Context: an optimization exercise on an open-source flow, tuned for small area. The choices shown serve that exercise and are no tape-out recipe. Function was checked by simulation only, so behaviour that the tests miss may differ from the original. Power and IR drop assume default switching activity.

<file path="config.mk">
export PLATFORM = sky130hd
export DESIGN_NAME = flappybird
export DESIGN_NICKNAME = flappybird
export VERILOG_FILES = /design/flow/design.v
export SDC_FILE = /design/flow/constraint.sdc
export NUM_CORES = 4
export LEC_CHECK = 0
export CAP_MARGIN = 20
export CORE_MARGIN = 2
export CORE_UTILIZATION = 40
export PLACE_DENSITY = 0.6
export SLEW_MARGIN = 20
</file>
<file path="constraint.sdc">
create_clock -name core_clock -period 10.0 [get_ports {clk_100}]
set_input_delay 2.0000 -clock core_clock [delete_from_list [all_inputs] [get_ports {clk_100}]]
set_output_delay 2.0000 -clock core_clock [all_outputs]
set_load 0.01 [all_outputs]
</file>
<file path="design.v">
module clockdiv(
  input clk,
  input clr,
  output clk_25,
  output ce_25
);
  reg[1:0]count;
  always @(posedge clk)
    begin
      if(clr)
      count<=0;
      else count<=count+1'b1;
    end
  assign clk_25 =count[1];
  assign ce_25 = (count==2'd1);
endmodule
module vgaSync(
	input clk, 
	input ce, 
	input rst,
	output reg hs,
	output reg vs,
	output reg videoen,
	output reg [9:0]hc,
	output reg [9:0]vc
);
  reg vsenable;
  always @(posedge clk)
    begin
      if(rst==1)
        begin
      	  hc<=0;
      	  vsenable<=0;
      	end
      else if(ce)
      	begin
          if(hc==10'd799)
          begin
            hc<=0;
            vsenable<=1;
          end
           else
              begin
                hc <= hc + 1'b1;
                vsenable <= 0;
              end
        end
    end
  always@ (*)
    begin
      if(hc<96)
        hs=0;
      else
        hs=1;
    end
  always@(posedge clk)
    begin
      if(rst==1)
        vc<=0;
      else if(ce)
        if(vsenable==1)
          begin
            if(vc==10'd520)
              vc<=0;
            else
              vc<=vc+1'b1;
          end
    end
  always @(*)
    begin
      if(vc<2)
        vs=0;
      else
        vs=1;
    end
  always @(*)
    begin 
      if((hc<10'd784)&&(hc>=10'd144)&&(vc<10'd511)&&(vc>=10'd31))
      videoen=1;
      else 
      videoen=0;
    end
endmodule
module vgaRGB(
  input [9:0]hc,
  input [9:0]vc,
  input clk, 
  input ce, 
  input rst,
  input videoen,
  input up,
  input start,
  output reg[2:0]r,
  output reg[2:0]g,
  output reg[1:0]b,
  output reg pass
  );
  reg [31:0]clkdiv;
  wire flyclk,sjclk,difficultclk,pipemoveclk;
  always@ (posedge clk)
    begin 
      if(rst==1)
        clkdiv <= 0;
      else if(ce)
        clkdiv <= clkdiv+1'b1;
    end
 reg [9:0]ubird;
 reg [9:0]dbird; 
 reg [9:0]ublock;
 reg [9:0]lblock;
 reg [9:0]rblock; 
 assign flyclk=ce && clkdiv[4:0]==5'h0f; 
 reg firstup;  
 reg strtgame;
 always @(posedge clk)begin
     if(rst==1)begin
        strtgame <= 0;
        firstup <= 1;
        ubird <= 10'd150;
        dbird <= 10'd181;
     end
     else if(flyclk)begin
     if(up==1)begin  
        strtgame <= 1;
     end
     if(strtgame==0)
       begin
         ubird <= 10'd150;
         dbird <= 10'd181;
       end
     else
       begin
         if(up==1&&ubird>10'd31) 
           begin
             if(firstup==1)
               begin
                 ubird <= ubird-10'd80;
                 dbird <= dbird-10'd80;
                 firstup<=0;
               end
             else if(dbird<10'd510)
               begin
                 ubird <= ubird+10'd15;
                 dbird <= dbird+10'd15;
               end
           end
          else if(dbird<10'd510)
            begin
              ubird <= ubird+10'd15;
              dbird <= dbird+10'd15;
              firstup <= 1;
            end
       end
     end
   end
 assign sjclk=ce && clkdiv[0]==1'b0; 
 reg [9:0]usuiji;
 always @(posedge clk)
   begin
     if(rst==1)
       usuiji<=10'd150;
     else if(sjclk)
       begin
         usuiji <= usuiji+1'b1;
         if(usuiji == 10'd400)
           usuiji <= 10'd35;
       end
   end
assign difficultclk = ce && clkdiv[9:0]==10'h1ff; 
reg [3:0]speed;
always @(posedge clk)
  begin
    if(rst)
        speed <= 8;
     else if(difficultclk)
      begin
        if(speed < 15)        
           speed <= speed + 1'b1;
      end
end
assign pipemoveclk = flyclk; 
always @ (posedge clk)
begin
   if(rst)
       begin
          lblock <= 10'd800;
          rblock <= 10'd850;
          ublock <= 10'd50;
        end
   else if(pipemoveclk)
    begin
     if(strtgame==0)
       begin
          lblock <= 10'd800;
          rblock <= 10'd850;
          ublock <= 10'd50;
        end
    else
      begin
        lblock <= lblock - speed;
        rblock <= rblock - speed;
        if(rblock < 140)
          begin
              lblock <= 10'd800;
              rblock <= 10'd850;
              ublock <= usuiji;   
           end
      end
    end
end
reg success;
reg first ; 
always @ (posedge clk)
begin
   if(rst)
       begin
         success <= 1;
         pass<=0;
         first <= 1;
       end
   else if(flyclk)
    begin
    if(lblock < 231 && rblock > 200) 
       begin
          if((ubird < ublock || dbird > (ublock + 150))&&start) 
            begin
             success <= 0;
             pass <= 0;
            end
             else if( first == 1&&success==1)
             begin
               pass <= 1; 
               first <= 0;
             end 
        end
     else if(dbird>=510)
       begin
         success<=0;
         pass<=0;
       end
     else
       begin
        first <= 1;
        pass <= 0;
       end
    end
end
always @ (posedge clk )
begin
 if(rst)
  begin
      r <= 3'b000;
      g <= 3'b000;
      b <= 2'b00;
  end
 else if(ce)
 begin
  if(videoen == 1)begin
       if(success == 0 && start==1)begin
          if(vc < 511 && vc >=31 && hc < 784 && hc >=144)
            begin
               r <= 3'b111;
               g <= 3'b000;
               b <= 2'b00;
            end
          else
            begin
               r <= 3'b000;
               g <= 3'b000;
               b <= 2'b00;
            end
       end
       else if(start==1 && success==1)begin
          if(vc < dbird && vc > ubird && hc < 231 && hc > 200)
            begin               
              r <= 3'b111;
              g <= 3'b000;
              b <= 2'b00;
            end
          else if(hc < rblock && hc > lblock && (vc >( ublock + 150) || vc < ublock))
            begin
              r <= 3'b000;
              g <= 3'b111;
              b <= 2'b00;
            end
          else
            begin
              r <= 3'b000;
              g <= 3'b001;
              b <= 2'b11;
            end
        end
  end  
  else begin
      r <= 3'b000;
      g <= 3'b000;
      b <= 2'b00;
    end
 end
end
endmodule
module seg_decoder(
    input clk,
    input [3:0] num,
    output reg [6:0] code
    );
always@(posedge clk)
begin
	case(num)
	4'b0000:
		code <= 7'b0000001;
	4'b0001:
		code <= 7'b1001111;
	4'b0010:
		code <= 7'b0010010;
	4'b0011:
		code <= 7'b0000110;
	4'b0100:
		code <= 7'b1001100;
	4'b0101:
		code <= 7'b0100100;
	4'b0110:
		code <= 7'b0100000;
	4'b0111:
		code <= 7'b0001111;
	4'b1000:
		code <= 7'b0000000;
	4'b1001:
		code <= 7'b0000100;
	default:
		code <= code;
	endcase
end
endmodule
module seven_seg(
    input clk,
	 input rst,
	 input pass,
    output reg [7:0] seg_select,
    output reg [6:0] seven_seg
    );
reg [3:0] num0;
reg [3:0] num1;
reg [3:0] num2;
reg [3:0] num3;
reg [1:0] cnt;
reg [6:0] clk_cnt;
reg sclk;
wire sclk_rise = (clk_cnt == 127) && (sclk == 0);
always@(posedge clk)
begin
	if(rst)
	begin
		sclk <= 0;
		clk_cnt <= 0;
	end
	else if(clk_cnt == 127)
	begin
		sclk <= ~sclk;
		clk_cnt <= 0;
	end
	else
		clk_cnt <= clk_cnt + 1;
end
wire [6:0] out0;
wire [6:0] out1;
wire [6:0] out2;
wire [6:0] out3;
seg_decoder seg0(
	.clk(clk),
	.num(num0),
	.code(out0)
	);
seg_decoder seg1(
	.clk(clk),
	.num(num1),
	.code(out1)
	);
seg_decoder seg2(
	.clk(clk),
	.num(num2),
	.code(out2)
	);
seg_decoder seg3(
	.clk(clk),
	.num(num3),
	.code(out3)
	);
always@(posedge clk)
begin
	if(rst)  
	begin
		cnt <= 0;
		seven_seg <= 7'b1111111;
		seg_select <= 8'b11111111;
	end
	else if(sclk_rise)
	begin
		case(cnt)
		2'b00:
		begin
			seven_seg <= out0;
			seg_select <= 8'b11111110;
		end	
		2'b01:
		begin
			seven_seg <= out1;
			seg_select <= 8'b11111101;
		end
		2'b10:
		begin
			seven_seg <= out2;
			seg_select <= 8'b11111011;
		end
		2'b11:
		begin
			seven_seg <= out3;
			seg_select <= 8'b11110111;
		end
		default:
		begin
			seven_seg <= seven_seg;
			seg_select <= seg_select;
		end
		endcase
		cnt <= cnt + 1;	
		if(cnt == 2'b11)
			cnt<=0;
	end
end
reg pass_d;
always@(posedge clk)
begin
	if(rst)
	begin
		pass_d <= 0;
		num0 <= 0;
		num1 <= 0;
		num2 <= 0;
		num3 <=0;
	end
	else
	begin
	pass_d <= pass;
	if(pass && !pass_d)
	begin
	if(num0 == 9)
	begin
		num0 <= 0;
		if(num1 == 9)
		begin
			num1 <= 0;
			if(num2 == 9)
			begin
				num2 <= 0;
				if(num3 == 9)
					num3 <= 0;
				else
					num3 <= num3 + 1;
			end
			else
				num2 <= num2 + 1;
		end
		else
			num1 <= num1 + 1;
	end
	else
		num0 <= num0 + 1;
	end
	end
end
endmodule
module  buffer_music  (  audio , clk , rst , button ) ;
output     audio ;
input      clk ;
input      rst ;
input      button ;
reg   [ 23 : 0 ]    counter4Hz , counter6MHz;
reg   [ 13 : 0 ]   count , origin ;
reg   audiof ;
reg    clk_6MHz, clk_4Hz;
reg   [ 4 : 0 ]   j ;
reg   [ 7 : 0 ]   len ;
reg   [ 7 : 0 ]   len_next ;
wire   tick_6MHz = ( counter6MHz == 2 ) && ! clk_6MHz ;     
wire   tick_4Hz = ( counter4Hz == 24999 ) && ! clk_4Hz ;    
assign  audio =  button ?  audiof : 1'b1 ;  
always @ ( posedge  clk )begin                
  if ( rst )begin
    counter6MHz <= 0 ;
    clk_6MHz <= 0 ;
  end
  else if ( counter6MHz == 2 )begin  
    counter6MHz <= 0 ;
    clk_6MHz <= ~ clk_6MHz ;
   end
   else begin    
        counter6MHz <= counter6MHz + 1 ;
   end
end
always @ ( posedge  clk )                   
begin
  if ( rst )begin
       counter4Hz <= 0 ;
       clk_4Hz <= 0 ;
  end
  else if ( counter4Hz == 24999 )begin
       counter4Hz <= 0 ;
        clk_4Hz <= ~ clk_4Hz ;
    end
    else begin
        counter4Hz <= counter4Hz + 1 ;
    end
end
always @ ( posedge  clk )begin
  if ( rst )begin
    count <= 0 ;
    audiof <= 0 ;
  end
  else if ( tick_6MHz )begin
    if ( count == 16383 )begin
        count <= origin ;
        audiof <= ~ audiof ;
    end
    else begin
        count <= count + 1 ;
    end
  end
end
always @ ( posedge  clk )begin
  if ( rst )
    origin <= 0 ;
  else if ( tick_4Hz )
     case ( j )
    'd0 : origin <= 'b0 ;
    'd1 : origin <= 'd4916 ;    
    'd2 : origin <= 'd6168 ;
    'd3 : origin <= 'd7281 ;
    'd4 : origin <= 'd7791 ;
    'd5 : origin <= 'd8730 ;
    'd6 : origin <= 'd9565 ;
    'd7 : origin <= 'd10310 ;
    'd8 : origin <= 'd010647 ;    
    'd9 : origin <= 'd011272 ;
    'd10 : origin <= 'd011831 ;
    'd11 : origin <= 'd012087 ;
    'd12 : origin <= 'd012556 ;
    'd13 : origin <= 'd012974 ;
    'd14 : origin <= 'd013346 ;
    'd15 : origin <= 'd13516 ;    
    'd16 : origin <= 'd13829 ;
    'd17 : origin <= 'd14108 ;
    'd18 : origin <= 'd11535 ;
    'd19 : origin <= 'd14470 ;
    'd20 : origin <= 'd14678 ;
    'd21 : origin <= 'd14864 ;
    default : origin <= 'd011111 ;
   endcase             
end
always @ ( * )begin
   if ( len == 246 )
      len_next = 0 ;
   else
      len_next = len + 1 ;
end
always @ ( posedge  clk )begin    
  if ( rst )begin
   len <= 0 ;
   j <= 0 ;
  end
  else if ( tick_4Hz )begin
   len <= len_next ;
  case ( len_next )
   0 : j <= 12 ; 1 : j <= 12 ; 2 : j <= 12 ; 3 : j <= 12 ; 4 : j <= 12 ;
   5 : j <= 12 ; 6 : j <= 13 ; 7 : j <= 13 ; 8 : j <= 12 ; 9 : j <= 12 ;
   10 : j <= 11 ; 11 : j <= 10 ; 12 : j <= 10 ; 13 : j <= 9 ; 14 : j <= 9 ;
   15 : j <= 1 ; 16 : j <= 1 ; 17 : j <= 1 ; 18 : j <= 1 ; 19 : j <= 9 ;
   20 : j <= 9 ; 21 : j <= 5 ; 22 : j <= 5 ; 23 : j <= 5 ; 24 : j <= 5 ;
   25 : j <= 5 ; 26 : j <= 5 ; 27 : j <= 6 ; 28 : j <= 6 ; 29 : j <= 6 ;
   30 : j <= 6 ; 31 : j <= 5 ; 32 : j <= 5 ; 33 : j <= 5 ; 34 : j <= 5 ;
   35 : j <= 8 ;
   36 : j <= 8 ;
   37 : j <= 10 ;
   38 : j <= 12 ;
   39 : j <= 12 ;
   40 : j <= 10 ;
   41 : j <= 10 ;
   42 : j <= 13 ;
   43 : j <= 13 ;
   44 : j <= 13 ;
   45 : j <= 13 ;
   46 : j <= 13 ;
   47 : j <= 13 ;
   48 : j <= 13 ;
   49 : j <= 13 ;
   50 : j <= 12 ;
   51 : j <= 12 ;
   52 : j <= 12 ;
   53 : j <= 12 ;
   54 : j <= 13 ;
   55 : j <= 13 ;
   56 : j <= 12 ;
   57 : j <= 12 ;
   58 : j <= 12 ;
   59 : j <= 12 ;
   60 : j <= 12 ;
   61 : j <= 10 ;
   62 : j <= 10 ;
   63 : j <= 8 ;
   64 : j <= 8 ;
   65 : j <= 9 ;
   66 : j <= 9 ;
   67 : j <= 9 ;
   68 : j <= 9 ;
   69 : j <= 10 ;
   70 : j <= 10 ;
   71 : j <= 12 ;
   72 : j <= 12 ;
   73 : j <= 9 ;
   74 : j <= 9 ;
   75 : j <= 9 ;
   76 : j <= 9 ;
   77 : j <= 12 ;
   78 : j <= 12 ;
   79 : j <= 12 ;
   80 : j <= 12 ;
   81 : j <= 12 ;
   82 : j <= 12 ;
   83 : j <= 13 ;
   84 : j <= 13 ;
   85 : j <= 12 ;
   86 : j <= 12 ;
   87 : j <= 11 ;
   88 : j <= 10 ;
   89 : j <= 10 ;
   90 : j <= 9 ;
   91 : j <= 9 ;
   92 : j <= 8 ;
   93 : j <= 8 ;
   94 : j <= 8 ;
   95 : j <= 8 ;
   96 : j <= 8 ;
   97 : j <= 9 ;
   98 : j <= 9 ;
   99 : j <= 5 ;
   100 : j <= 5 ;
   101 : j <= 5 ;
   102 : j <= 5 ;
   103 : j <= 6 ;
   104 : j <= 6 ;
   105 : j <= 6 ;
   106 : j <= 6 ;
   107 : j <= 5 ;
   108 : j <= 5 ;
   109 : j <= 5 ;
   110 : j <= 5 ;
   111 : j <= 8 ;
   112 : j <= 8 ;
   113 : j <= 10 ;
   114 : j <= 12 ;
   115 : j <= 12 ;
   116 : j <= 13 ;
   117 : j <= 13 ;
   118 : j <= 10 ;
   119 : j <= 10 ;
   120 : j <= 10 ;
   121 : j <= 10 ;
   122 : j <= 10 ;
   123 : j <= 10 ;
   124 : j <= 10 ;
   125 : j <= 10 ;
   126 : j <= 12 ;
   127 : j <= 12 ;
   128 : j <= 12 ;
   129 : j <= 12 ;
   130 : j <= 12 ;
   131 : j <= 12 ;
   132 : j <= 13 ;
   133 : j <= 13 ;
   134 : j <= 12 ;
   135 : j <= 12 ;
   136 : j <= 12 ;
   137 : j <= 12 ;
   138 : j <= 10 ;
   139 : j <= 10 ;
   140 : j <= 9 ;
   141 : j <= 9 ;
   142 : j <= 9 ;
   143 : j <= 9 ;
   144 : j <= 10 ;
   145 : j <= 10 ;
   146 : j <= 13 ;
   147 : j <= 13 ;
   148 : j <= 12 ;
   149 : j <= 12 ;
   150 : j <= 12 ;
   151 : j <= 12 ;
   152 : j <= 10 ;
   153 : j <= 10 ;
   154 : j <= 10 ;
   155 : j <= 10 ;
   156 : j <= 10 ;
   157 : j <= 10 ;
   158 : j <= 10 ;
   159 : j <= 10 ;
   160 : j <= 10 ;
   161 : j <= 10 ;
   162 : j <= 10 ;
   163 : j <= 10 ;
   164 : j <= 10 ;
   165 : j <= 9 ;
   166 : j <= 10 ;
   167 : j <= 9 ;
   168 : j <= 8 ;
   169 : j <= 6 ;
   170 : j <= 5 ;
   171 : j <= 8 ;
   172 : j <= 10 ;
   173 : j <= 12 ;
   174 : j <= 13 ;
   175 : j <= 12 ;
   175 : j <= 12 ;
   176 : j <= 0 ;
   177 : j <= 0 ;
   178 : j <= 9 ;
   179 : j <= 10 ;
   180 : j <= 10 ;
   181 : j <= 9 ;
   182 : j <= 8 ;
   183 : j <= 9 ;
   184 : j <= 9 ;
   185 : j <= 0 ;
   186 : j <= 5 ;
   187 : j <= 10 ;
   188 : j <= 10 ;
   189 : j <= 10 ;
   190 : j <= 10 ;
   191 : j <= 9 ;
   192 : j <= 9 ;
   193 : j <= 10 ;
   194 : j <= 10 ;
   195 : j <= 9 ;
   196 : j <= 10 ;
   197 : j <= 9 ;
   198 : j <= 8 ;
   199 : j <= 6 ;
   200 : j <= 6 ;
   201 : j <= 0 ;
   202 : j <= 5 ;
   203 : j <= 12 ;
   204 : j <= 12 ;
   205 : j <= 12 ;
   206 : j <= 12 ;
   207 : j <= 13 ;
   208 : j <= 13 ;
   209 : j <= 13 ;
   210 : j <= 12 ;
   211 : j <= 12 ;
   212 : j <= 9 ;
   213 : j <= 9 ;
   214 : j <= 12 ;
   215 : j <= 12 ;
   216 : j <= 0 ;
   217 : j <= 0 ;
   218 : j <= 13 ;
   219 : j <= 13 ;
   220 : j <= 12 ;
   221 : j <= 13 ;
   222 : j <= 10 ;
   223 : j <= 10 ;
   224 : j <= 0 ;
   225 : j <= 0 ;
   226 : j <= 9 ;
   227 : j <= 12 ;
   228 : j <= 10 ;
   228 : j <= 8 ;
   229 : j <= 9 ;
   230 : j <= 9 ;
   231 : j <= 0 ;
   232 : j <= 0 ;
   233 : j <= 5 ;
   234 : j <= 0 ;
   235 : j <= 8 ;
   236 : j <= 0 ;
   237 : j <= 12 ;
   238 : j <= 12 ;
   239 : j <= 0 ;
   240 : j <= 0 ;
   241 : j <= 9 ;
   242 : j <= 9 ;
   243 : j <= 13 ;
   244 : j <= 13 ;
   245 : j <= 12 ;
   246 : j <= 12 ;
  endcase
  end
end
endmodule
module flappybird(
  input  clk_100,
  input rst,
  input up,
  input start,
  input button,
  output wire audio,
  output wire[2:0]r,
  output wire[2:0]g,
  output wire[1:0]b,
  output wire hs,
  output wire vs,
  output wire[6:0]seven_seg,
  output wire[7:0]seg_select
);
  wire clk_25;
  wire ce_25; 
  wire ven; 
  wire[9:0]hc;
  wire[9:0]vc;
  wire pass;
  clockdiv clock(
    .clk(clk_100),
    .clr(rst),
    .clk_25(clk_25),
    .ce_25(ce_25)
  	);
  vgaSync syn(
  	.clk(clk_100),
  	.ce(ce_25),
  	.rst(rst),
  	.hs(hs),
    .vs(vs),
  	.videoen(ven),
  	.hc(hc),
  	.vc(vc)
  	);
  vgaRGB rgb(
  	.hc(hc),
  	.vc(vc),
  	.clk(clk_100),
  	.ce(ce_25),
  	.rst(rst),
  	.up(up),
  	.start(start),
  	.videoen(ven),
  	.r(r),
  	.g(g),
  	.b(b),
  	.pass(pass)
  	);
 seven_seg sc(
  	.pass(pass),
  	.clk(clk_100),
  	.rst(rst),
  	.seven_seg(seven_seg),
  	.seg_select(seg_select)
  	);
buffer_music mu(
    .audio(audio),
    .clk(clk_100),
    .rst(rst),
    .button(button)
);
endmodule
</file>
<file path="run.sh">
#!/bin/bash
# synth_recipe.tcl (not shown) runs the flow's synth.tcl, then flattens the netlist and writes it again
# the make line also repeats each setting of config.mk as NAME=value (left out here)
make -C /OpenROAD-flow-scripts/flow DESIGN_CONFIG=/design/flow/config.mk WORK_HOME=/design/flow/orfs CLKGATE_MAP_FILE= SYNTH_SCRIPT=/design/flow/synth_recipe.tcl finish
</file>
==> results_dict.tcl <==
set metrics [dict create \
    via_per_inst 5.67 \
    wl_per_cell_um 16.8 \
    yosysTopAreaCell "dfxtp_1" \
    drive_above_1_share_pct 5.50 \
    post-route-period-util_pct 50.1 \
    cts_tree "done" \
    r2r_slack_ns 5.58 \
    worst_r2r_path_depth 11 \
    ant_nets 0 \
    tns_ns 0 \
    r2r-start "mu.len[1]" \
    worst_setup_path_start_kind "input pin" \
    layout.nets 2158 \
    antenna_found_initial 0 \
    grt_pass1_vias 13902 \
    vias 14668 \
    period_needed_ns 5.01 \
    dr.pass1.iters 5 \
    report.final.slew_viol_count 0 \
    grt_max_degree 70 \
    gr-usage-all-layers_pct 19.7 \
    synth_warnings 6 \
    hold_slack_ns 0.430 \
    synth_area_leaders "dfxtp_1 28%, ha_1 9.2%, nor2_1 5.8%" \
    arrival_ns 3.01 \
    synth-async-reset-ratio_pct 0 \
    clock.fmax_mhz 200 \
    drc 0 \
    synth_edf_count 28 \
    hold_depth 1 \
    crit_fanout 1 \
    hold_path_end "clock.count[0]" \
    path_class "in2out" \
    globalRouteOverflowTotal 0 \
    placementRows 74 \
    tightest_slew_ns 1.07 \
    holdCritStartpoint "clock.count[0]" \
    hold_viol 0 \
    syn_avg_cell_area_um2 8.05 \
    endpoint_kind "output port" \
    relSlewSlack_pct 27.7 \
    routabilityCongestion 0.952 \
    crit_required_ns 8.00 \
    die_h_um 208 \
    start_util_pct 40.7 \
    antenna_cells 0 \
    ys.flop_type "dfxtp_1" \
    swShare_pct 22.2 \
    synthesis.instances 2071 \
    wl_um 43500 \
    status "no timing/DRC/antenna violations" \
    yosysUniqueCellTypes 103 \
    peakVddDrop_mv 0.127 \
    htreeDepth 1 \
    io_pins 31 \
    core_mm2 0.0410 \
    cts_resized 0 \
    clkSlewWorstSetupHoldPaths_ns 0.06 \
    reg2reg_to "mu.j[0]" \
    die_area_mm2 0.0433 \
    clock_latency_ns 0.59 \
    cts_sinks 263 \
    power_frac_comb_pct 2.9 \
    power_density_mw_per_mm2 130 \
    p_clk_share_pct 51.5 \
    syn_area_mm2 0.0167 \
    fin_skew_ns 0.0163 \
    cts_setup_buffers 0 \
    cellLeakagePower_uw 0.00698 \
    switching_power_uw 527 \
    yosys_register_bits 263 \
    area_growth_pct 9.63 \
    portBuffers 26 \
    synth.top_cell.area_share_pct 28.2 \
    cts-root-buf "clkbuf_16" \
    drt_iter0_drc 991 \
    numCtsBuffers 31 \
    yosysMostFrequentCell "nor2_1" \
    p_int_uw 1850 \
    cap_violations 0 \
    seqPwrFrac_pct 45.6 \
    synthTopCellsByCount "256 x nor2_1, 235 x dfxtp_1, 195 x nand2_1, 130 x a21oi_1, 123 x ha_1" \
    cts_buffer_depth 3 \
    holdBufCountCts 0 \
    grt_first_pass_wirelength_um 71800 \
    ys_seq_area_share_pct 33.3 \
    hold_class "reg2reg" \
    hpwl_um 31100 \
    die_x_um 208 \
    rsz0062_at_grt "no" \
    setup_viol 0 \
]
-- cells in the final DEF (no fill, tap or decap), types with 28 or more instances in the layout --
master / instances
edfxtp_1: 28
nand2b_1: 37
xor2_1: 60
xnor2_1: 72
nand3_1: 78
clkbuf_16: 33
ha_1: 123
dfxtp_1: 235
o21ai_0: 119
nand2_1: 195
nor2b_1: 28
and3_1: 33
a21oi_1: 130
nor2_1: 256
nor4_1: 29
nor3_1: 74
inv_1: 90
nand4_1: 29
-- worst max path at each step --
stage	start	to	slack, ns	cells past startpoint
3_3_place_gp	button	audio	4.99	3
4_1_cts	button	audio	4.98	3
6_report	button	audio	4.99	3
3_5_place_dp	button	audio	4.99	3
2_1_floorplan	button	audio	5.91	1
5_1_grt	button	audio	4.93	3
-- per-stage QoR --
| stage | cell area, µm² | setup slack (ns) | cells | total power, µW | utilization (%) |
|---|---|---|---|---|---|
| after floorplan | 16700 | 5.91 | 2074 | 1160 | - |
| after detailed placement | 17100 | 4.99 | 2526 | 1180 | 41.8 |
| final | 18300 | 4.99 | 2585 | 2380 | 44.6 |
| after global placement | 17100 | 4.99 | 2526 | 1170 | 41.8 |
| after CTS | 18300 | 4.98 | 2584 | 2410 | 44.5 |
| after global routing | 18300 | 4.93 | 2585 | 2460 | 44.6 |
-- routing by layer --
metal / GRT usage, % / part of all wire, % / up-vias
li1: - / - / 7306
met5: 0 / 0 / -
met3: 2.25 / 5.0 / 76
met2: 31.9 / 45 / 364
met4: 5.23 / 2.2 / 0
met1: 27.8 / 48 / 6922
-- cells by family after synthesis --
logic type	count (synthesis)	synth area share (%)
and+or+nand+nor	839	24.2
AOI/OAI and AO/OA	482	19.1
DFF	263	33.3
buffers and inverters	210	5.55
xor gates and xnor gates	135	7.36
adders and majority gates	126	9.53
muxes	15	0.998
other	1	0.0225
-- worst max-delay path, stage by stage --
cell and delay (ns):
clkdlybuf4s50_1 0.40, nand2b_1 0.07, clkdlybuf4s50_1 0.53
-- sequential cells by signal, indices dropped and copies added, names as in the netlist, 14 cells and up --
| signal | cells |
|---|---|
| mu.count | 14 |
| mu.counter4Hz | 24 |
| mu.counter6MHz | 24 |
| mu.origin | 14 |
-- final cells by class --
type                    instances  area [µm²]
multi-input cells            1601       10200
inverters                      91         355
clock buffers                  42         930
repair buffers                 40         367
fillers                      4119       22700
clock inverters                16         200
well taps                     532         666
flip-flops and latches        263        5550
-- power groups by stage --
stage | sequential [µW] | combinational [µW] | clock [µW]
2_1_floorplan | 1110 | 52.2 | 0
3_3_place_gp | 1110 | 67.1 | 0
3_5_place_dp | 1110 | 69.1 | 0
4_1_cts | 1080 | 69.3 | 1260
5_1_grt | 1090 | 77.7 | 1300
6_report | 1080 | 68.2 | 1230

[afterwards: timing with drivers on the ports]
The flow's constraints put no driver on any port. The routed layout listed below was extracted and timed again, unchanged, in two steps.
Step 1 assumes that a clkbuf_16 drives the clock port and a buf_2 every other input.
Step 2, shift: input delay + t, output delay - t, t = (earliest + latest rising clock arrival at the registers) / 2. This alone moves slack from input paths to output paths.
Slacks: ideal / step 1 / step 2; pairs: ideal / step 1.
shift t [ns]: 0.640
setup WS [ns]: 4.992 / 4.971 / 4.971
clock arrival spread, ns: 0.016 / 0.016
After both steps this run still meets setup and hold. For this run, drivers alone change the setup slack by -0.021 ns; drivers and shift together by -0.021 ns.
